Context: an optimization exercise on an open-source flow, tuned for small area. The choices shown serve that exercise and are no tape-out recipe.
Function was checked by simulation only, so behaviour that the tests miss may differ from the original.
Power and IR drop assume default switching activity.

==> inputs of run a <==
==> flow/design.v <==
module CPU_Top #(
    parameter DATA_WIDTH = 32,
    parameter ADDR_WIDTH = 8
) (
    input clk,
    input reset,
    input [DATA_WIDTH-1:0] instruction_data,
    input [DATA_WIDTH-1:0] read_data,
    output [ADDR_WIDTH-1:0] instruction_address,
    output [ADDR_WIDTH-1:0] data_address,
    output [DATA_WIDTH-1:0] write_data,
    output write_enable
);
    localparam FETCH = 3'd0, DECODE = 3'd1, EXECUTE = 3'd2, MEMORY = 3'd3, WRITEBACK = 3'd4;
    reg  [2:0]  state;
    reg  [31:0] ir;
    reg  [31:0] mdr;
    reg  [7:0]  mar;
    reg  [7:0]  pc;
    reg  [31:0] wd_q;       
    reg  [31:1] valid;
    wire s_f = state == FETCH;
    wire s_d = state == DECODE;
    wire s_e = state == EXECUTE;
    wire s_m = state == MEMORY;
    wire s_w = state == WRITEBACK;
    wire [4:0] opcode = ir[31:27];
    wire [4:0] rd     = ir[26:22];
    wire [4:0] rs1    = ir[21:17];
    wire [4:0] rs2    = ir[16:12];
    wire [7:0] imm8   = ir[7:0];
    wire op_alu   = ~opcode[4];
    wire op_load  = opcode == 5'b10000;
    wire op_store = opcode == 5'b10001;
    wire op_jump  = opcode == 5'b10010;
    wire op_ls    = op_load | op_store;
    wire        reg_write = (s_e & (op_alu | op_load)) | ((s_m | s_w) & op_load);
    wire [31:0] alu_out;
    wire [31:0] wdata = opcode[4] ? mdr : alu_out;
    wire [4:0]  ridx  = s_d ? rs2 : rs1;
    reg  [1:0]  phase;
    always @(posedge clk or posedge reset)
        if (reset)
            phase <= 2'd0;
        else
            phase <= phase + 2'd1;
    reg         p_v;
    reg  [4:0]  p_rd;
    reg  [31:0] p_data;
    wire wn = reg_write & (rd != 5'd0);
    wire [1:0] rd_pos = rd[1:0] + phase;
    wire [1:0] p_pos  = p_rd[1:0] + phase;
    wire p_commit = p_v & (p_pos == 2'd3) & ~(wn & (rd == p_rd));
    wire direct   = wn & (rd_pos == 2'd3) & ~p_commit;
    wire [31:0] cdata = p_commit ? p_data : wdata;
    always @(posedge clk or posedge reset)
        if (reset)
            p_v <= 1'b0;
        else if (wn)
            p_v <= ~direct;
        else if (p_commit)
            p_v <= 1'b0;
    always @(posedge clk)
        if (wn) begin
            p_rd   <= rd;
            p_data <= wdata;
        end
    wire [1:0] r_pos = ridx[1:0] + phase;
    wire [31:0] slot_q [0:31];
    wire [31:0] slot_sel;
    genvar gg, gi;
    generate
        for (gg = 0; gg < 8; gg = gg + 1) begin : g_ring
            reg [31:0] s0, s1, s2, s3;
            wire commit_g = (p_commit & (p_rd[4:2] == gg)) | (direct & (rd[4:2] == gg));
            always @(posedge clk) begin
                s0 <= commit_g ? cdata : s3;
                s1 <= s0;
                s2 <= s1;
                s3 <= s2;
            end
            assign slot_q[4*gg+0] = s0;
            assign slot_q[4*gg+1] = s1;
            assign slot_q[4*gg+2] = s2;
            assign slot_q[4*gg+3] = s3;
            for (gi = 0; gi < 4; gi = gi + 1) begin : g_sel
                assign slot_sel[4*gg+gi] = (ridx[4:2] == gg) & (r_pos == gi);
            end
        end
    endgenerate
    always @(posedge clk or posedge reset)
        if (reset)
            valid <= 31'b0;
        else if (wn)
            valid[rd] <= 1'b1;
    wire [31:0] valid0 = {valid, 1'b0};
    wire r_valid = valid0[ridx];
    wire r_fwd   = p_v & (p_rd == ridx);
    reg [31:0] ring;
    integer k;
    always @(*) begin
        ring = 32'b0;
        for (k = 0; k < 32; k = k + 1)
            ring = ring | (slot_q[k] & {32{slot_sel[k]}});
    end
    wire [31:0] port = {32{r_valid}} & (r_fwd ? p_data : ring);
    always @(posedge clk or posedge reset)
        if (reset)
            wd_q <= 32'b0;
        else if (s_d)
            wd_q <= port;
        else if (reg_write && rd == rs2 && rd != 5'd0)
            wd_q <= wdata;
    wire [31:0] a = port;
    wire [31:0] b = wd_q;
    wire [3:0] aop = opcode[3:0];
    wire alu = ~opcode[4];
    wire bsel = ~alu | aop == 4'd0 | aop == 4'd1 | aop == 4'd6;
    wire inv  = alu & (aop == 4'd1 | aop == 4'd6 | aop == 4'd11);
    wire cin  = alu & (aop == 4'd1 | aop == 4'd6 | aop == 4'd10);
    wire [31:0] x = (b & {32{bsel}}) ^ {32{inv}};
    wire [32:0] cy;
    wire [31:0] s;
    assign cy[0] = cin;
    genvar i;
    generate for (i = 0; i < 32; i = i + 1) begin : g
        assign s[i] = a[i] ^ x[i] ^ cy[i];
        assign cy[i+1] = (a[i] & x[i]) | (a[i] & cy[i]) | (x[i] & cy[i]);
    end endgenerate
    wire lt = (a[31] ^ b[31]) ? a[31] : s[31];
    wire e_sum = aop == 4'd0 | aop == 4'd1 | aop == 4'd10 | aop == 4'd11;
    wire e_and = aop == 4'd2, e_or = aop == 4'd3, e_xor = aop == 4'd4, e_nor = aop == 4'd5;
    wire e_slt = aop == 4'd6, e_not = aop == 4'd9, e_pb = aop == 4'd14, e_pa = aop == 4'd15;
    wire e_shl = aop == 4'd7 | aop == 4'd12, e_shr = aop == 4'd8 | aop == 4'd13, rot = aop[3] & aop[2];
    wire [31:0] shl = {a[30:0], rot & a[31]};
    wire [31:0] shr = {rot & a[0], a[31:1]};
    wire k11 = e_and | e_or | e_pb | e_pa;
    wire k10 = e_or | e_xor | e_pa;
    wire k01 = e_or | e_xor | e_not | e_pb;
    wire k00 = e_nor | e_not;
    wire [31:0] lg = (a & b & {32{k11}}) | (a & ~b & {32{k10}}) | (~a & b & {32{k01}}) | (~a & ~b & {32{k00}});
    wire [31:0] alu_r = ({32{e_sum}} & s) | lg | ({32{e_shl}} & shl) | ({32{e_shr}} & shr) | {32{e_slt & lt}};
    wire zero = ~|s;
    wire neg  = s[31];
    reg c;
    always @(*) begin
        case (opcode)
            5'd19: c = zero;
            5'd20: c = ~zero;
            5'd21: c = neg;
            5'd22: c = ~neg & ~zero;
            5'd23: c = ~neg;
            5'd24: c = neg | zero;
            default: c = 1'b0;
        endcase
    end
    assign alu_out = alu_r;
    wire cond = c;
    wire taken = s_e & cond;
    reg [2:0] next_state;
    always @(*) begin
        case (state)
            FETCH:     next_state = DECODE;
            DECODE:    next_state = EXECUTE;
            EXECUTE:   next_state = op_alu ? WRITEBACK : op_ls ? MEMORY : FETCH;
            MEMORY:    next_state = op_load ? WRITEBACK : FETCH;
            default:   next_state = FETCH;
        endcase
    end
    always @(posedge clk or posedge reset)
        if (reset)
            state <= FETCH;
        else
            state <= next_state;
    always @(posedge clk or posedge reset)
        if (reset)
            ir[7:0] <= 8'b0;
        else if (s_f)
            ir[7:0] <= instruction_data[7:0];
    always @(posedge clk)
        if (s_f)
            ir[31:8] <= instruction_data[31:8];
    wire mem_ls = (s_e | s_m) & op_ls;
    always @(posedge clk)
        if (s_f | (mem_ls & op_load))
            mdr <= read_data;
    wire [7:0] addr = a[7:0] + imm8;
    always @(posedge clk or posedge reset)
        if (reset)
            mar <= 8'b0;
        else if (s_f | mem_ls)
            mar <= addr;
    wire jump = s_e & op_jump;
    wire [7:0] pc_sum = pc + (s_e ? imm8 : 8'b0) + 8'd1;
    always @(posedge clk or posedge reset)
        if (reset)
            pc <= 8'b0;
        else if (jump)
            pc <= ir[7:0];
        else if (s_d | taken)
            pc <= pc_sum;
    assign instruction_address = pc;
    assign data_address = mar;
    assign write_data = s_d ? port : wd_q;
    assign write_enable = mem_ls & op_store;
endmodule
==> flow/run.sh <==
#!/bin/bash
# synth_recipe.tcl (not shown) runs the flow's synth.tcl, then flattens the netlist and writes it again
# the make line also repeats each setting of config.mk as NAME=value (left out here)
make -C /OpenROAD-flow-scripts/flow DESIGN_CONFIG=/design/flow/config.mk WORK_HOME=/design/flow/orfs CLKGATE_MAP_FILE= SYNTH_SCRIPT=/design/flow/synth_recipe.tcl finish
==> flow/config.mk <==
export PLATFORM = sky130hd
export DESIGN_NAME = CPU_Top
export DESIGN_NICKNAME = CPU_Top
export VERILOG_FILES = /design/flow/design.v
export SDC_FILE = /design/flow/constraint.sdc
export NUM_CORES = 4
export LEC_CHECK = 0
export ABC_AREA = 1
export CAP_MARGIN = 20
export CORE_MARGIN = 2
export CORE_UTILIZATION = 55
export CTS_BUF_LIST = sky130_fd_sc_hd__clkbuf_16
export CTS_CLUSTER_DIAMETER = 100
export CTS_CLUSTER_SIZE = 30
export GPL_ROUTABILITY_DRIVEN = 1
export PLACE_DENSITY = 0.65
export SLEW_MARGIN = 20
==> flow/constraint.sdc <==
create_clock -name core_clock -period 17.5 [get_ports {clk}]
set_input_delay 3.5000 -clock core_clock [delete_from_list [all_inputs] [get_ports {clk}]]
set_output_delay 3.5000 -clock core_clock [all_outputs]
set_load 0.01 [all_outputs]
==> inputs of run b, as changes to run a <==
==> flow/flow/run.sh (new file) <==
#!/bin/bash
# Own layout flow: the standard synthesis, then the combinational logic
# between the (unchanged) registers is re-mapped by ABC for area, then the standard flow's
# standard layout from floorplan to finish on that netlist.
# Each tool's full output goes to a log file of its own in this folder.
set -euo pipefail
WORK=$(pwd)
R=$WORK/orfs/results/$FLOW_PLATFORM/CPU_Top/base

# 1. standard synthesis (registers, their names and cell types come from here)
bash standard.sh synth > "$WORK/log_1_standard_synth.log" 2>&1

# 2. re-map the combinational logic for area
cp "$R/1_2_yosys.v" "$WORK/standard_1_2_yosys.v"
REOPT_IN="$WORK/standard_1_2_yosys.v" REOPT_OUT="$WORK/reopt_1_2_yosys.v" \
REOPT_SCRIPT="$WORK/flow/area.abc" \
  yosys -c flow/reopt.tcl > "$WORK/log_2_reopt.log" 2>&1
cp "$WORK/reopt_1_2_yosys.v" "$R/1_2_yosys.v"
rm -f "$R/1_synth.odb" "$R/1_synth.sdc"
touch "$R/1_2_yosys.v"

# 3. standard layout from the re-mapped netlist
bash standard.sh finish > "$WORK/log_3_standard_layout.log" 2>&1
==> flow/flow/area.abc (new file) <==
strash
dch -f
amap
topo
==> flow/flow/reopt.tcl (new file) <==
# Re-map the combinational cells of a mapped netlist for area, keeping every
# flip-flop instance (name and cell type) as it is.
yosys -import
set lib $::env(FLOW_HOME)/platforms/$::env(FLOW_PLATFORM)/lib/sky130_fd_sc_hd__tt_025C_1v80.lib
set top $::env(FLOW_TOP)
set dont_use {}
foreach c {
  sky130_fd_sc_hd__probe_p_8 sky130_fd_sc_hd__probec_p_8 sky130_fd_sc_hd__lpflow_bleeder_1
  sky130_fd_sc_hd__lpflow_clkbufkapwr_1 sky130_fd_sc_hd__lpflow_clkbufkapwr_16
  sky130_fd_sc_hd__lpflow_clkbufkapwr_2 sky130_fd_sc_hd__lpflow_clkbufkapwr_4
  sky130_fd_sc_hd__lpflow_clkbufkapwr_8 sky130_fd_sc_hd__lpflow_clkinvkapwr_1
  sky130_fd_sc_hd__lpflow_clkinvkapwr_16 sky130_fd_sc_hd__lpflow_clkinvkapwr_2
  sky130_fd_sc_hd__lpflow_clkinvkapwr_4 sky130_fd_sc_hd__lpflow_clkinvkapwr_8
  sky130_fd_sc_hd__lpflow_inputiso0n_1 sky130_fd_sc_hd__lpflow_inputiso0p_1
  sky130_fd_sc_hd__lpflow_inputiso1n_1 sky130_fd_sc_hd__lpflow_inputiso1p_1
  sky130_fd_sc_hd__lpflow_inputisolatch_1 sky130_fd_sc_hd__lpflow_isobufsrc_1
  sky130_fd_sc_hd__lpflow_isobufsrc_16 sky130_fd_sc_hd__lpflow_isobufsrc_2
  sky130_fd_sc_hd__lpflow_isobufsrc_4 sky130_fd_sc_hd__lpflow_isobufsrc_8
  sky130_fd_sc_hd__lpflow_isobufsrckapwr_16
} { lappend dont_use -dont_use $c }

# combinational cells as logic, sequential cells kept as instances
read_liberty -ignore_miss_func $lib
read_verilog $::env(REOPT_IN)
hierarchy -top $top
set seq {}
foreach c [regexp -all -inline {sky130_fd_sc_hd__[a-z0-9_]+} [read [open $::env(REOPT_IN)]]] {
  if {[regexp {__(df|edf|sdf|dl|sedf)} $c] && [lsearch $seq $c] < 0} { lappend seq $c }
}
puts "sequential cell types kept: $seq"
foreach c $seq { setattr -mod -set keep_hierarchy 1 $c }
tee -o before_stat.txt stat
flatten
opt_clean
abc -liberty $lib {*}$dont_use -script $::env(REOPT_SCRIPT)
opt_clean
read_liberty -lib -overwrite $lib
setattr -mod -unset keep_hierarchy
splitnets
opt_clean -purge
hilomap -singleton -hicell sky130_fd_sc_hd__conb_1 HI -locell sky130_fd_sc_hd__conb_1 LO
insbuf -buf sky130_fd_sc_hd__buf_4 A X
# left out here: clean up, hide names made inside functions
tee -o reopt_stat.txt stat -liberty $lib
check -assert -mapped
write_verilog -noattr -nohex -nodec $::env(REOPT_OUT)
==> flow/standard.sh (new file) <==
#!/bin/bash
# synth_recipe.tcl (not shown) runs the flow's synth.tcl, then flattens the netlist and writes it again
# the make line also repeats each setting of config.mk as NAME=value (left out here)
make -C /OpenROAD-flow-scripts/flow DESIGN_CONFIG=/design/flow/config.mk WORK_HOME=/design/flow/orfs CLKGATE_MAP_FILE= SYNTH_SCRIPT=/design/flow/synth_recipe.tcl "${@:-finish}"
Settings changed: CTS_BUF_LIST sky130_fd_sc_hd__clkbuf_16 to sky130_fd_sc_hd__clkbuf_8, CTS_CLUSTER_DIAMETER 100 to unset, CTS_CLUSTER_SIZE 30 to unset.
removed: flow/run.sh
==> inputs of run c, as changes to run a <==
--- a/flow/design.v
+++ b/flow/design.v
@@ -192,5 +192,5 @@
             mar <= addr;
     wire jump = s_e & op_jump;
-    wire [7:0] pc_sum = pc + (s_e ? imm8 : 8'b0) + 8'd1;
+    wire [7:0] pc_add = (taken ? imm8 : 8'b0) + {7'b0, s_d | taken};
     always @(posedge clk or posedge reset)
         if (reset)
@@ -199,5 +199,5 @@
             pc <= ir[7:0];
         else if (s_d | taken)
-            pc <= pc_sum;
+            pc <= pc + pc_add;
     assign instruction_address = pc;
     assign data_address = mar;
Settings changed: CTS_BUF_LIST sky130_fd_sc_hd__clkbuf_16 to sky130_fd_sc_hd__clkbuf_8, CTS_CLUSTER_DIAMETER 100 to unset, CTS_CLUSTER_SIZE 30 to unset.
==> inputs of run d, as changes to run a <==
==> flow/design.v, changed modules only <==
module CPU_Top #(
    parameter DATA_WIDTH = 32,
    parameter ADDR_WIDTH = 8
) (
    input clk,
    input reset,
    input [DATA_WIDTH-1:0] instruction_data,
    input [DATA_WIDTH-1:0] read_data,
    output [ADDR_WIDTH-1:0] instruction_address,
    output [ADDR_WIDTH-1:0] data_address,
    output [DATA_WIDTH-1:0] write_data,
    output write_enable
);
    localparam FETCH = 3'd0, DECODE = 3'd1, EXECUTE = 3'd2, MEMORY = 3'd3, WRITEBACK = 3'd4;
    reg  [2:0]  state;
    reg  [31:0] ir;
    reg  [31:0] mdr;
    reg  [7:0]  mar;
    reg  [7:0]  pc;
    reg  [31:0] wd_q;       
    reg  [31:1] valid;
    wire s_f = state == FETCH;
    wire s_d = state == DECODE;
    wire s_e = state == EXECUTE;
    wire s_m = state == MEMORY;
    wire s_w = state == WRITEBACK;
    wire [4:0] opcode = ir[31:27];
    wire [4:0] rd     = ir[26:22];
    wire [4:0] rs1    = ir[21:17];
    wire [4:0] rs2    = ir[16:12];
    wire [7:0] imm8   = ir[7:0];
    wire op_alu   = ~opcode[4];
    wire op_load  = opcode == 5'b10000;
    wire op_store = opcode == 5'b10001;
    wire op_jump  = opcode == 5'b10010;
    wire op_ls    = op_load | op_store;
    wire        reg_write = (s_e & (op_alu | op_load)) | ((s_m | s_w) & op_load);
    wire [31:0] alu_out;
    wire [31:0] wdata = opcode[4] ? mdr : alu_out;
    wire [4:0]  ridx  = s_d ? rs2 : rs1;
    wire [31:0] rf_q [1:31];
    wire [31:1] rsel;
    genvar gi;
    generate
        for (gi = 1; gi < 32; gi = gi + 1) begin : g_rf
            reg [31:0] r;
            always @(posedge clk)
                if (reg_write && rd == gi)
                    r <= wdata;
            assign rf_q[gi] = r;
            assign rsel[gi] = (ridx == gi) & valid[gi];
        end
    endgenerate
    always @(posedge clk or posedge reset)
        if (reset)
            valid <= 31'b0;
        else if (reg_write && rd != 5'd0)
            valid[rd] <= 1'b1;
    reg [31:0] port;
    integer k;
    always @(*) begin
        port = 32'b0;
        for (k = 1; k < 32; k = k + 1)
            port = port | (rf_q[k] & {32{rsel[k]}});
    end
    always @(posedge clk or posedge reset)
        if (reset)
            wd_q <= 32'b0;
        else if (s_d)
            wd_q <= port;
        else if (reg_write && rd == rs2 && rd != 5'd0)
            wd_q <= wdata;
    wire [31:0] a = port;
    wire [31:0] b = wd_q;
    wire [3:0] aop = opcode[3:0];
    wire alu = ~opcode[4];
    wire bsel = ~alu | aop == 4'd0 | aop == 4'd1 | aop == 4'd6;
    wire inv  = alu & (aop == 4'd1 | aop == 4'd6 | aop == 4'd11);
    wire cin  = alu & (aop == 4'd1 | aop == 4'd6 | aop == 4'd10);
    wire [31:0] x = (b & {32{bsel}}) ^ {32{inv}};
    wire [32:0] cy;
    wire [31:0] s;
    assign cy[0] = cin;
    genvar i;
    generate for (i = 0; i < 32; i = i + 1) begin : g
        assign s[i] = a[i] ^ x[i] ^ cy[i];
        assign cy[i+1] = (a[i] & x[i]) | (a[i] & cy[i]) | (x[i] & cy[i]);
    end endgenerate
    wire lt = (a[31] ^ b[31]) ? a[31] : s[31];
    wire e_sum = aop == 4'd0 | aop == 4'd1 | aop == 4'd10 | aop == 4'd11;
    wire e_and = aop == 4'd2, e_or = aop == 4'd3, e_xor = aop == 4'd4, e_nor = aop == 4'd5;
    wire e_slt = aop == 4'd6, e_not = aop == 4'd9, e_pb = aop == 4'd14, e_pa = aop == 4'd15;
    wire e_shl = aop == 4'd7 | aop == 4'd12, e_shr = aop == 4'd8 | aop == 4'd13, rot = aop[3] & aop[2];
    wire [31:0] shl = {a[30:0], rot & a[31]};
    wire [31:0] shr = {rot & a[0], a[31:1]};
    wire k11 = e_and | e_or | e_pb | e_pa;
    wire k10 = e_or | e_xor | e_pa;
    wire k01 = e_or | e_xor | e_not | e_pb;
    wire k00 = e_nor | e_not;
    wire [31:0] lg = (a & b & {32{k11}}) | (a & ~b & {32{k10}}) | (~a & b & {32{k01}}) | (~a & ~b & {32{k00}});
    wire [31:0] alu_r = ({32{e_sum}} & s) | lg | ({32{e_shl}} & shl) | ({32{e_shr}} & shr) | {32{e_slt & lt}};
    wire zero = ~|s;
    wire neg  = s[31];
    reg c;
    always @(*) begin
        case (opcode)
            5'd19: c = zero;
            5'd20: c = ~zero;
            5'd21: c = neg;
            5'd22: c = ~neg & ~zero;
            5'd23: c = ~neg;
            5'd24: c = neg | zero;
            default: c = 1'b0;
        endcase
    end
    assign alu_out = alu_r;
    wire cond = c;
    wire taken = s_e & cond;
    reg [2:0] next_state;
    always @(*) begin
        case (state)
            FETCH:     next_state = DECODE;
            DECODE:    next_state = EXECUTE;
            EXECUTE:   next_state = op_alu ? WRITEBACK : op_ls ? MEMORY : FETCH;
            MEMORY:    next_state = op_load ? WRITEBACK : FETCH;
            default:   next_state = FETCH;
        endcase
    end
    always @(posedge clk or posedge reset)
        if (reset)
            state <= FETCH;
        else
            state <= next_state;
    always @(posedge clk or posedge reset)
        if (reset)
            ir[7:0] <= 8'b0;
        else if (s_f)
            ir[7:0] <= instruction_data[7:0];
    always @(posedge clk)
        if (s_f)
            ir[31:8] <= instruction_data[31:8];
    wire mem_ls = (s_e | s_m) & op_ls;
    always @(posedge clk)
        if (s_f | (mem_ls & op_load))
            mdr <= read_data;
    wire [7:0] addr = a[7:0] + imm8;
    always @(posedge clk or posedge reset)
        if (reset)
            mar <= 8'b0;
        else if (s_f | mem_ls)
            mar <= addr;
    wire jump = s_e & op_jump;
    wire [7:0] pc_add = (taken ? imm8 : 8'b0) + {7'b0, s_d | taken};
    always @(posedge clk or posedge reset)
        if (reset)
            pc <= 8'b0;
        else if (jump)
            pc <= ir[7:0];
        else if (s_d | taken)
            pc <= pc + pc_add;
    assign instruction_address = pc;
    assign data_address = mar;
    assign write_data = s_d ? port : wd_q;
    assign write_enable = mem_ls & op_store;
endmodule
Settings changed: CTS_BUF_LIST sky130_fd_sc_hd__clkbuf_16 to unset, CTS_CLUSTER_DIAMETER 100 to unset, CTS_CLUSTER_SIZE 30 to unset.
==> summary of the runs <==
Total power: run c is higher than run d (22%).
Core utilization: run a < run c < run d < run b.
Via count, highest first: run a, run c, run b, run d.
Wire length: run c > run a > run d > run b.
The highest critical path depth belongs to run b, the lowest to run a.
In run b the sequential share of layout area is lower than in run d, by 5.6 points.
In sequential cell count, run b and run a do not differ.

==> afterwards: timing with drivers on the ports <==
Ports are ideal in the flow. The routed layouts listed here were re-timed in OpenROAD.
Step 1 assumes that a clkbuf_16 drives the clock port and a buf_2 every other input.
Step 2 adds t to the input delays and takes it off the output delays; t is the mean of the earliest and latest rising clock arrival at the registers after step 1. Input paths then give back, and output paths get back, about the clock's delay inside the block.
a / b / c = no drivers / after step 1 / after step 2; a / b = the first two.
run | t, ns | setup slack, ns | slew at the worst register clock pin (ns) | worst data-port slew with drivers (ns) | cell pins on the clock port's net
run a | 0.740 | 0.584 / 0.584 / 0.584 | 0.12 / 0.12 | 0.08 | 1
run b | 0.924 | 1.613 / 1.613 / 1.613 | 0.08 / 0.08 | 0.11 | 1
run c | 0.967 | 0.274 / 0.274 / 0.274 | 0.07 / 0.07 | 0.05 | 1
run d | 0.762 | 0.787 / 0.787 / 0.787 | 0.07 / 0.07 | 0.09 | 1
After both steps setup and hold are still met in every run listed.
